What follows belongs to an exercise in optimizing a design on an open flow for a short achievable clock period and few clock cycles per item; a production flow would make more cautious choices. In this exercise RTL edits were held to simulation tests only and were not proved equivalent to the original.

==> run a <==
Design APRSC, start of the top module:
module APRSC (
	input             reset,       
	input             clk,         
	input      [31:0] i_wb_adr,    
	input      [3:0]  i_wb_sel,    
	input             i_wb_we,     
	output     [31:0] o_wb_dat,    
	input      [31:0] i_wb_dat,    
	input             i_wb_cyc,    
	input             i_wb_stb,    
	output            o_wb_ack,    
	output            o_wb_err     
);
clock: 11.5 ns
lec_check: 0
cap_margin: 20
core_margin: 2
core_utilization: 40
slew_margin: 20
standard.sh (not shown) runs the stock make flow with config.mk's settings and CLKGATE_MAP_FILE= SYNTH_SCRIPT=/design/flow/synth_recipe.tcl, a recipe that flattens the netlist after the stock synthesis.
==> flow/flow/run.sh <==
#!/bin/bash
# Standard layout, with plain buffers (not delay cells) on the ports,
# resizing not limited to the same cell footprint, the bus interface's
# port-to-port logic mapped on its own, and the bus pins kept together on
# one edge (flow/io.tcl), so that the port-to-port read path is short.
set -euo pipefail
bash standard.sh \
  MATCH_CELL_FOOTPRINT=0 \
  "BUFFER_PORTS_ARGS=-buffer_cell sky130_fd_sc_hd__buf_4" \
  SETUP_SLACK_MARGIN=6.5 \
  SYNTH_KEEP_MODULES=APRSC_BUS \
  TNS_END_PERCENT=100 \
  IO_CONSTRAINTS=$PWD/flow/io.tcl \
  finish > standard_flow.log 2>&1
==> flow/flow/io.tcl <==
# Keep the bus pins that carry port-to-port and port-to-register paths
# together on the top edge, so that the logic between them is short.
set bus_pins {}
for {set i 0} {$i < 16} {incr i} { lappend bus_pins "i_wb_adr\[$i\]" }
lappend bus_pins i_wb_cyc i_wb_stb i_wb_we o_wb_ack
for {set i 0} {$i < 32} {incr i} { lappend bus_pins "o_wb_dat\[$i\]" }
for {set i 0} {$i < 16} {incr i} { lappend bus_pins "i_wb_dat\[$i\]" }
set_io_pin_constraint -pin_names $bus_pins -region top:* -group
==> run b: changes against run a <==
--- a/flow/design.v
+++ b/flow/design.v
@@ -1417,39 +1417,53 @@
 		rdq_hi  <= rd_other_nx ? 16'hdead : 16'h0000;
 		rdq_a2p <= rd_other_nx ? 16'hbeef : a2p_nx;
 		rdq_se  <= rd_other_nx ? 16'hbeef : {1'b0, se_nx};
 		rdq_ack <= rd_other_nx ? 16'hbeef : {15'h0000, ack_nx};
 		rdq_sr  <= rd_other_nx ? 16'hbeef : sr_nx;
 	end
 end
+wire [31:0] rd_sel;
+genvar di;
+generate
+	for (di = 0; di < 8; di = di + 1) begin : g_dec
+		APRSC_DEC DEC (.adr(i_wb_adr[3:2]), .sel(rd_sel[4*di +: 4]));
+	end
+endgenerate
 APRSC_BUS BUS (
-	.adr(i_wb_adr[15:0]), .we(i_wb_we), .cyc(i_wb_cyc), .stb(i_wb_stb), .rd_other(rd_other),
+	.adr(i_wb_adr[15:0]), .we(i_wb_we), .cyc(i_wb_cyc), .stb(i_wb_stb), .rd_other(rd_other), .sel(rd_sel),
 	.rdq_hi(rdq_hi), .rdq_a2p(rdq_a2p), .rdq_se(rdq_se), .rdq_ack(rdq_ack), .rdq_sr(rdq_sr),
 	.ack(o_wb_ack), .dat(o_wb_dat)
 );
 endmodule  
 module APRSC_BUS (
 	input      [15:0] adr,
 	input             we,
 	input             cyc,
 	input             stb,
 	input             rd_other,    
+	input      [31:0] sel,         
 	input      [15:0] rdq_hi,
 	input      [15:0] rdq_a2p,
 	input      [15:0] rdq_se,
 	input      [15:0] rdq_ack,
 	input      [15:0] rdq_sr,
 	output            ack,
 	output reg [31:0] dat
 );
 wire rd_reg = (adr[15:5] == 11'h000) & adr[4] & (adr[1:0] == 2'b00);
 assign ack = cyc & stb & (we | rd_reg | rd_other);
+integer k;
 always @(*) begin
 	dat[31:16] = rdq_hi;
-	case (adr[3:2])
-		2'b00:		dat[15:0] = rdq_a2p;    
-		2'b01:		dat[15:0] = rdq_se;     
-		2'b10:		dat[15:0] = rdq_ack;    
-		default:	dat[15:0] = rdq_sr;     
-	endcase
+	for (k = 0; k < 16; k = k + 1)
+		dat[k] = (sel[4*(k/2)+0] & rdq_a2p[k])      
+		       | (sel[4*(k/2)+1] & rdq_se[k])       
+		       | (sel[4*(k/2)+2] & rdq_ack[k])      
+		       | (sel[4*(k/2)+3] & rdq_sr[k]);      
 end
 endmodule  
+module APRSC_DEC (
+	input  [1:0] adr,
+	output [3:0] sel
+);
+assign sel = 4'b0001 << adr;
+endmodule  
--- a/flow/flow/run.sh
+++ b/flow/flow/run.sh
@@ -4,11 +4,11 @@
 # port-to-port logic mapped on its own, and the bus pins kept together on
 # one edge (flow/io.tcl), so that the port-to-port read path is short.
 set -euo pipefail
 bash standard.sh \
   MATCH_CELL_FOOTPRINT=0 \
   "BUFFER_PORTS_ARGS=-buffer_cell sky130_fd_sc_hd__buf_4" \
   SETUP_SLACK_MARGIN=6.5 \
-  SYNTH_KEEP_MODULES=APRSC_BUS \
+  "SYNTH_KEEP_MODULES=APRSC_BUS APRSC_DEC" \
   TNS_END_PERCENT=100 \
   IO_CONSTRAINTS=$PWD/flow/io.tcl \
   finish > standard_flow.log 2>&1
==> run c: changes against run a <==
--- a/flow/design.v
+++ b/flow/design.v
@@ -1066,15 +1066,15 @@
 endmodule
 module APRSC (
 	input             reset,       
 	input             clk,         
 	input      [31:0] i_wb_adr,    
 	input      [3:0]  i_wb_sel,    
 	input             i_wb_we,     
-	output     [31:0] o_wb_dat,    
+	output reg [31:0] o_wb_dat,    
 	input      [31:0] i_wb_dat,    
 	input             i_wb_cyc,    
 	input             i_wb_stb,    
 	output            o_wb_ack,    
 	output            o_wb_err     
 );
 localparam APRSC_TR   = 16'h0000;
@@ -1087,14 +1087,15 @@
 localparam APRSC_SR   = 16'h001C;
 wire wb_req   = i_wb_stb & i_wb_cyc;
 wire wb_write = wb_req & i_wb_we;
 wire wb_read  = wb_req & ~i_wb_we;
 wire rd_reg = (i_wb_adr[15:5] == 11'h000) & i_wb_adr[4] & (i_wb_adr[1:0] == 2'b00);
 reg  rd_other;
 assign o_wb_err = 1'b0;
+assign o_wb_ack = wb_req & (i_wb_we | rd_reg | rd_other);
 reg         shift;                        
 wire        pk1, pk2, pk1n, pk2n;
 wire [10:0] sr1, sr2, sr1n, sr2n;
 wire [10:0] dq1, dq2, dq3, dq4, dq5, dq6;
 wire [10:0] dq1n, dq2n, dq3n, dq4n, dq5n, dq6n;
 wire [15:0] a1, a2, a1n, a2n;
 wire [15:0] b1, b2, b3, b4, b5, b6;
@@ -1294,30 +1295,16 @@
 reg [1:0]  rate_in;
 reg        ack;         
 reg [15:0] sr_q;        
 reg        pk0_q, sigpk_q;
 reg [15:0] a2p_q;       
 wire [15:0] sr_w;
 wire        pk0_w, sigpk_w;
-wire        dq_neg = i_wb_dat[15];
-wire [15:0] dq_mag = {1'b0, i_wb_dat[14:0]};
-wire [15:0] sei    = {se[14], se};
-wire [15:0] sezi   = {sez[14], sez};
-wire [15:0] sr_pos = sei + dq_mag;
-wire [15:0] sr_neg = sei - dq_mag;
-wire [15:0] sz_pos = sezi + dq_mag;
-wire [15:0] sz_neg = sezi - dq_mag;
-reg  [15:0] nsezi;
-assign sr_w    = dq_neg ? sr_neg : sr_pos;
-assign pk0_w   = dq_neg ? sz_neg[15] : sz_pos[15];
-assign sigpk_w = dq_neg ? (dq_mag == sezi) : (dq_mag == nsezi);
-always @(posedge clk or posedge reset) begin
-	if (reset) nsezi <= 16'h0000;
-	else       nsezi <= 16'h0000 - sezi;
-end
+ADDB ADDB_INST0 (.reset(reset), .clk(clk), .test_mode(1'b0), .DQ(i_wb_dat[15:0]), .SE(se), .SR(sr_w));
+ADDC ADDC_INST0 (.reset(reset), .clk(clk), .test_mode(1'b0), .DQ(i_wb_dat[15:0]), .SEZ(sez), .PK0(pk0_w), .SIGPK(sigpk_w));
 wire [15:0] a2p_w = sigpk_w ? a2p_cz_q : (pk0_w ? a2p_c1_q : a2p_c0_q);
 wire wr_tr   = wb_write & (i_wb_adr[15:0] == APRSC_TR);
 wire wr_dq   = wb_write & (i_wb_adr[15:0] == APRSC_DQ);
 wire wr_req  = wb_write & (i_wb_adr[15:0] == APRSC_REQ);
 wire wr_rate = wb_write & (i_wb_adr[15:0] == APRSC_RATE);
 wire rd_a2p  = wb_read  & (i_wb_adr[15:0] == APRSC_A2P);
 always @(posedge clk or posedge reset) begin
@@ -1396,60 +1383,20 @@
 		u_b2r <= b2r;
 		u_b3r <= b3r;
 		u_b4r <= b4r;
 		u_b5r <= b5r;
 		u_b6r <= b6r;
 	end
 end
-wire        rd_other_nx = wb_read & ~rd_reg & ~rd_other;
-wire [15:0] a2p_nx = wr_dq ? a2p_w : a2p_q;
-wire [15:0] sr_nx  = wr_dq ? sr_w : sr_q;
-wire [14:0] se_nx  = shift ? p5_sum_a[15:1] : se;
-wire        ack_nx = (wr_req & i_wb_dat[0]) | (ack & ~shift);
-reg  [15:0] rdq_hi, rdq_a2p, rdq_se, rdq_ack, rdq_sr;
-always @(posedge clk or posedge reset) begin
-	if (reset) begin
-		rdq_hi  <= 16'h0000;
-		rdq_a2p <= 16'h0000;
-		rdq_se  <= 16'h0000;
-		rdq_ack <= 16'h0000;
-		rdq_sr  <= 16'h0000;
-	end else begin
-		rdq_hi  <= rd_other_nx ? 16'hdead : 16'h0000;
-		rdq_a2p <= rd_other_nx ? 16'hbeef : a2p_nx;
-		rdq_se  <= rd_other_nx ? 16'hbeef : {1'b0, se_nx};
-		rdq_ack <= rd_other_nx ? 16'hbeef : {15'h0000, ack_nx};
-		rdq_sr  <= rd_other_nx ? 16'hbeef : sr_nx;
-	end
-end
-APRSC_BUS BUS (
-	.adr(i_wb_adr[15:0]), .we(i_wb_we), .cyc(i_wb_cyc), .stb(i_wb_stb), .rd_other(rd_other),
-	.rdq_hi(rdq_hi), .rdq_a2p(rdq_a2p), .rdq_se(rdq_se), .rdq_ack(rdq_ack), .rdq_sr(rdq_sr),
-	.ack(o_wb_ack), .dat(o_wb_dat)
-);
-endmodule  
-module APRSC_BUS (
-	input      [15:0] adr,
-	input             we,
-	input             cyc,
-	input             stb,
-	input             rd_other,    
-	input      [15:0] rdq_hi,
-	input      [15:0] rdq_a2p,
-	input      [15:0] rdq_se,
-	input      [15:0] rdq_ack,
-	input      [15:0] rdq_sr,
-	output            ack,
-	output reg [31:0] dat
-);
-wire rd_reg = (adr[15:5] == 11'h000) & adr[4] & (adr[1:0] == 2'b00);
-assign ack = cyc & stb & (we | rd_reg | rd_other);
+wire [31:0] rd_a2p_d = rd_other ? 32'hdead_beef : {16'h0000, a2p_q};
+wire [31:0] rd_se_d  = rd_other ? 32'hdead_beef : {17'h00000, se};
+wire [31:0] rd_ack_d = rd_other ? 32'hdead_beef : {31'h0000_0000, ack};
+wire [31:0] rd_sr_d  = rd_other ? 32'hdead_beef : {16'h0000, sr_q};
 always @(*) begin
-	dat[31:16] = rdq_hi;
-	case (adr[3:2])
-		2'b00:		dat[15:0] = rdq_a2p;    
-		2'b01:		dat[15:0] = rdq_se;     
-		2'b10:		dat[15:0] = rdq_ack;    
-		default:	dat[15:0] = rdq_sr;     
+	case (i_wb_adr[3:2])
+		2'b00:		o_wb_dat = rd_a2p_d;    
+		2'b01:		o_wb_dat = rd_se_d;     
+		2'b10:		o_wb_dat = rd_ack_d;    
+		default:	o_wb_dat = rd_sr_d;     
 	endcase
 end
 endmodule  
==> flow/flow/run.sh (replaced) <==
#!/bin/bash
# Standard layout, with plain buffers (not delay cells) on the ports and
# resizing not limited to the same cell footprint, so that the port-to-port
# read path can be sped up.
set -euo pipefail
bash standard.sh \
  MATCH_CELL_FOOTPRINT=0 \
  "BUFFER_PORTS_ARGS=-buffer_cell sky130_fd_sc_hd__buf_4" \
  SETUP_SLACK_MARGIN=6.5 \
  ABC_CLOCK_PERIOD_IN_PS=4000 \
  TNS_END_PERCENT=100 \
  finish > standard_flow.log 2>&1
removed: flow/flow/io.tcl
==> metrics.md <==
| Metric | Value |
|---|---|
| Status | no timing/DRC/antenna violations |
| Final net count | 25080 |
| Clock Skews | 0.1342 ns |
| Slack of the worst reg-to-reg path | between 6 and 7 ns |
| Drt pass-1 iters | 6 |
| First-pass GRT wire length | 1060 mm |
That was run a.
==> metrics.md <==
| Metric | Value |
|---|---|
| Final net count | 25170 |
| Final Cell Area | 383700 um^2 |
| Drt pass-1 iters | 9 |
| Slack of the worst reg-to-reg path | approximately 6.7 ns |
| First-pass GRT wire length | 1057 mm |
| Initial drt markers | 10730 |
| Clock Skews | 0.09837 ns |
| Status | no timing/DRC/antenna violations |
That was run b.
==> metrics.md <==
| Metric | Value |
|---|---|
| Clock Skews | just over 0.09 ns |
| Status | no timing/DRC/antenna violations |
| CTS tree | yes |
| First-pass GRT wire length | 1011 mm |
| Final net count | 24780 |
| Slack of the worst reg-to-reg path | roughly 6.7 ns |
That was run c.
Testbench counts of run a, summed over its fixed seeds: cycles 36,864, samples 4,096.
Testbench counts of run b, summed over its fixed seeds: cycles 36,864, samples 4,096.
Testbench counts of run c, summed over its fixed seeds: cycles 36,864, samples 4,096.

## re-timing with driven ports
How much do the figures lean on ideal ports? The routed layouts below were timed once more, with nothing changed but the port constraints. Step 1 (the two cells are an assumption about what drives the block):
set clk [get_ports {clk}]
set_driving_cell -lib_cell sky130_fd_sc_hd__clkbuf_16 $clk
set_driving_cell -lib_cell sky130_fd_sc_hd__buf_2 [delete_from_list [all_inputs] $clk]
Step 2 moves the port delays by t, midway between the first and last clock arrival at a register: inputs arrive t later, outputs are due t later. That takes back most of the time a late clock gives input paths. Slacks: ideal / step 1 / step 2; pairs: ideal / step 1.
run | t (ns) | setup WS [ns] | worst setup path after step 2 | latest minus earliest clock arrival (ns) | worst data-port slew with drivers (ns)
run a | 1.255 | 6.067 / 5.853 / 5.688 | input to register | 0.160 / 0.160 | 0.21
run b | 1.236 | 6.141 / 5.858 / 5.728 | input to register | 0.121 / 0.121 | 0.28
run c | 1.281 | 5.846 / 5.789 / 4.961 | input to register | 0.138 / 0.139 | 0.51
After both steps setup and hold are still met in every run listed. For run c, which loses most, drivers alone change the setup slack by -0.057 ns; drivers and shift together by -0.885 ns.
